From an optimization exercise on the open Yosys and OpenROAD flow, aimed at small area; shortcuts taken in it are not production practice. Only simulation tests tie the RTL to the original design; equivalence was not proved. Power and IR drop assume default switching activity.

// top
module top (
    input CLK100MHZ,
    input BTNC, BTNU, BTNL,
    input [15:0] swt,
    input rst,
    output [15:0] led,
    output [7:0] AN,
    output [6:0] segments
);
Size in the first run: about 2600 um2 of cells after synthesis.
==> module top, before the edit <==
module top (
    input CLK100MHZ,
    input BTNC, BTNU, BTNL,
    input [15:0] swt,
    input rst,
    output [15:0] led,
    output [7:0] AN,
    output [6:0] segments
);
    wire clk = CLK100MHZ;
    reg [3:0] p;
    reg [8:0] h;
    reg blink;
    wire p9 = p[3] & ~p[2] & ~p[0];
    wire p4 = ~p[2] & p[1] & p[0];
    wire h499 = ~|{h[7:5], h[3:0]};
    wire h1 = ~|{h[7:4], h[2:0]};
    wire wrap = p9 & h499;
    wire sec_tick = wrap & ~blink;                        
    wire upd = p4 & blink & h1;                           
    always @(posedge clk) begin
        p <= rst ? 4'd0 : {p[2:0], p[0] ? p[2] ^ p[3] : ~p[3]};
        if (rst | wrap) h <= 9'h004;
        else if (p9) h <= {h[7:0], h[8] ^ h[3]};
        if (rst) blink <= 1'b0;
        else if (wrap) blink <= ~blink;
    end
    wire brake_db, rev_db, u_db, l_db;
    debouncer deb_brake(clk, rst, BTNC, brake_db);
    debouncer deb_rev(clk, rst, swt[8], rev_db);
    debouncer deb_u(clk, rst, BTNU, u_db);
    debouncer deb_l(clk, rst, BTNL, l_db);
    reg L, R, X, ebq;
    wire eb = u_db & l_db;
    wire press = eb & ~ebq;
    wire Ln = (swt[7] & ~(R & ~L)) | (swt[15] & ~R);
    wire Rn = (swt[7] & ~(L & ~R)) | (swt[0] & ~L & (R | ~swt[15]));
    always @(posedge clk) begin
        ebq <= ~rst & eb;
        X <= ~rst & (X ^ press);
        L <= ~rst & (press ? ~X : (X | Ln));
        R <= ~rst & (press ? ~X : (X | Rn));
    end
    reg rs, A;
    reg [3:0] su;    
    reg [2:0] st;    
    reg [3:0] m;     
    wire su9 = su[3] & su[0];
    wire st5 = st[2] & st[0];
    wire [3:0] su_n = {(su[3] & ~su[0]) | (su[2] & su[1] & su[0]),
                       su[2] ^ (su[1] & su[0]),
                       ~su[3] & (su[1] ^ su[0]),
                       ~su[0]};
    wire [2:0] st_n = {(st[2] & ~st[0]) | (st[1] & st[0]),
                       ~st[2] & (st[1] ^ st[0]),
                       ~st[0]};
    wire [3:0] m_n = {m[3] ^ (m[2] & m[1] & m[0]), m[2] ^ (m[1] & m[0]), m[1] ^ m[0], ~m[0]};
    always @(posedge clk) begin
        if (rst) rs <= 1'b1;
        else if (sec_tick) rs <= ~X;
        if (sec_tick) A <= rs | ~X;
        if (rst || (upd && A)) begin
            su <= 4'd0; st <= 3'd0; m <= 4'd0;
        end else if (upd) begin
            su <= su_n;
            if (su9) begin
                st <= st_n;
                if (st5) m <= m_n;
            end
        end
    end
    reg v;
    reg [1:0] k;
    wire off = ~v & k[1] & k[0];
    always @(posedge clk) begin
        if (rst) begin
            v <= 1'b0; k <= 2'd3;
        end else if (p4) begin
            v <= X & ~off;
            k <= X ? {k[1] ^ k[0], ~k[0]} : 2'd3;
        end
    end
    wire m_ge10 = m[3] & (m[2] | m[1]);
    wire [3:0] m_units = m_ge10 ? {1'b0, m[2] & m[1], m[2] & ~m[1], m[0]} : m;
    reg [3:0] dv;
    always @(*) begin
        case (k)
            2'd0: dv = su;
            2'd1: dv = {1'b0, st};
            2'd2: dv = m_units;
            default: dv = {3'b000, m_ge10};
        endcase
        if (!v) dv = 4'd0;
    end
    reg [6:0] seg;
    always @(*) begin
        case (dv)
            4'h0: seg = 7'b1000000;
            4'h1: seg = 7'b1111001;
            4'h2: seg = 7'b0100100;
            4'h3: seg = 7'b0110000;
            4'h4: seg = 7'b0011001;
            4'h5: seg = 7'b0010010;
            4'h6: seg = 7'b0000010;
            4'h7: seg = 7'b1111000;
            4'h8: seg = 7'b0000000;
            default: seg = 7'b0010000;
        endcase
    end
    assign segments = off ? 7'b1111111 : seg;
    assign AN = {4'b1111, ~{v & k[1] & k[0], k[1] & ~k[0], ~k[1] & k[0], ~k[1] & ~k[0]}};
    wire brake = X | brake_db;
    assign led = {brake, blink & L, 6'b0, brake, rev_db, 4'b0, blink & R, brake};
endmodule
==> flow/config.mk <==
export PLATFORM = sky130hd
export DESIGN_NAME = top
export DESIGN_NICKNAME = top
export VERILOG_FILES = /design/flow/design.v
export SDC_FILE = /design/flow/constraint.sdc
export NUM_CORES = 4
export LEC_CHECK = 0
export CAP_MARGIN = 20
export CORE_MARGIN = 2
export CORE_UTILIZATION = 40
export SLEW_MARGIN = 20
==> flow/constraint.sdc <==
create_clock -name core_clock -period 10.0 [get_ports {CLK100MHZ}]
set_input_delay 2.0000 -clock core_clock [delete_from_list [all_inputs] [get_ports {CLK100MHZ}]]
set_output_delay 2.0000 -clock core_clock [all_outputs]
set_load 0.01 [all_outputs]
standard.sh (not shown) runs the stock make flow with config.mk's settings and CLKGATE_MAP_FILE= SYNTH_SCRIPT=/design/flow/synth_recipe.tcl, a recipe that flattens the netlist after the stock synthesis.
==> flow/flow/run.sh <==
#!/bin/bash
# Own layout flow: the standard flow (standard.sh) with these changes:
#  - synthesis maps the logic with an area-oriented ABC script (flow/area.abc),
#    module by module (SYNTH_HIERARCHICAL 1, flattened after mapping), and
#    without the adder-extraction step (ADDER_MAP_FILE empty); register
#    mapping is untouched, and flow/regnames.py gives every register the
#    instance name the standard synthesis gave it (paired by Q net, same
#    cell type), so the registers match the standard synthesis;
#  - ports are buffered with the smallest buffer (buf_1);
#  - clock tree synthesis uses clkbuf_4 buffers and no dummy loads;
#  - one tie cell per constant value drives all the constant outputs.
# If the registers do not pair up, it falls back to the standard flow.
# Each tool's full output goes to its own log in this folder.
set -uo pipefail
HERE=$(pwd)
RES=$HERE/orfs/results/$FLOW_PLATFORM/top/base
# keep every file the tools write inside this folder
mkdir -p $HERE/tmp $HERE/home
export TMPDIR=$HERE/tmp HOME=$HERE/home XDG_CACHE_HOME=$HERE/home/.cache
export MY_ABC_SCRIPT=$HERE/flow/area.abc
EXTRA=(SYNTH_SCRIPT=$HERE/flow/my_synth.tcl ADDER_MAP_FILE= SKIP_REPAIR_TIE_FANOUT=1 "BUFFER_PORTS_ARGS=-buffer_cell sky130_fd_sc_hd__buf_1" "CTS_ARGS=-sink_clustering_enable -repair_clock_nets -dont_use_dummy_load -buf_list sky130_fd_sc_hd__clkbuf_4 -sink_clustering_size 24 -sink_clustering_max_diameter 80")

fallback() {
  echo "falling back to the standard flow: $1" | tee -a fallback.txt
  rm -rf $HERE/orfs
  bash standard.sh > standard.log 2>&1
  exit $?
}

# 1. the standard synthesis, for reference
bash standard.sh synth > std_synth.log 2>&1 || fallback "standard synthesis failed"
cp $RES/1_2_yosys.v $HERE/std_1_2_yosys.v
rm -rf $HERE/orfs
# 2. our synthesis
bash standard.sh "${EXTRA[@]}" SYNTH_HIERARCHICAL=1 SYNTH_MINIMUM_KEEP_SIZE=0 $RES/1_2_yosys.v > my_synth.log 2>&1 || fallback "own synthesis failed"
cp $RES/1_2_yosys.v $HERE/my_1_2_yosys.v
python3 $HERE/flow/regnames.py $HERE/std_1_2_yosys.v $HERE/my_1_2_yosys.v $RES/1_2_yosys.v > regnames.log 2>&1 \
  || fallback "registers do not pair up ($(tail -1 regnames.log))"
# 3. the rest of the flow
bash standard.sh "${EXTRA[@]}" finish > my_flow.log 2>&1
rc=$?
wait
rm -rf $HERE/tmp
exit $rc
Other scripts of this flow, unchanged in this note and not shown: flow/flow/area.abc, flow/flow/my_synth.tcl, flow/flow/regnames.py
Then changed:
--- a/flow/design.v
+++ b/flow/design.v
@@ -49,19 +49,30 @@
     debouncer deb_rev(clk, rst, swt[8], rev_db);
     debouncer deb_u(clk, rst, BTNU, u_db);
     debouncer deb_l(clk, rst, BTNL, l_db);
     reg L, R, X, ebq;
     wire eb = u_db & l_db;
     wire press = eb & ~ebq;
-    wire Ln = (swt[7] & ~(R & ~L)) | (swt[15] & ~R);
-    wire Rn = (swt[7] & ~(L & ~R)) | (swt[0] & ~L & (R | ~swt[15]));
     always @(posedge clk) begin
-        ebq <= ~rst & eb;
-        X <= ~rst & (X ^ press);
-        L <= ~rst & (press ? ~X : (X | Ln));
-        R <= ~rst & (press ? ~X : (X | Rn));
+        if (rst) begin
+            {L, R, X} <= 3'b000;
+            ebq <= 1'b0;
+        end else begin
+            ebq <= eb;
+            if (press) {L, R, X} <= X ? 3'b000 : 3'b111;
+            else if (!X) begin
+                case ({L, R})
+                    2'b00: if (swt[7]) {L, R} <= 2'b11;
+                           else if (swt[15]) {L, R} <= 2'b10;
+                           else if (swt[0]) {L, R} <= 2'b01;
+                    2'b10: if (!swt[15] && !swt[7]) {L, R} <= 2'b00;
+                    2'b01: if (!swt[0] && !swt[7]) {L, R} <= 2'b00;
+                    default: if (!swt[7]) {L, R} <= 2'b00;
+                endcase
+            end
+        end
     end
     reg rs, A;
     reg [3:0] su;    
     reg [2:0] st;    
     reg [3:0] m;     
     wire su9 = su[3] & su[0];
Result:
- The changed run went through all stages and came out clean
- synthesized area is higher by 0.33%
- fmax is lower by 1.6%
- first-iteration DRC count is higher by 46%
- final cell count is higher by 1.1%
- routed wire length is about the same
- setup slack degrades by 0.074 ns
- critical path depth is higher by 1
- clock power stays flat
- sequential power barely changes
- non-clock buffer count is higher by 1
- clock-buffer cell count is unchanged

## port drivers added, routing unchanged
No port has a modelled driver above. Below, the same layouts with a new extraction and two added sets of constraints. Step 1: set_driving_cell puts a clkbuf_16 on CLK100MHZ and a buf_2 on each other input, an assumption about the parent block. Step 2, shift: input delay + t, output delay - t, t = (earliest + latest rising clock arrival at the registers) / 2. This alone moves slack from input paths to output paths. a / b / c = ideal / step 1 / step 2; a / b = the first two.
run	t, ns	setup slack, ns	latest minus earliest clock arrival (ns)	worst slew at a driven data input, ns	cell pins on the clock port's net
the first run	0.403	5.446 / 5.420 / 5.823	0.032 / 0.032	0.03	1
the second run	0.409	5.371 / 5.346 / 5.755	0.032 / 0.033	0.03	1
After both steps every run listed still meets setup and hold.
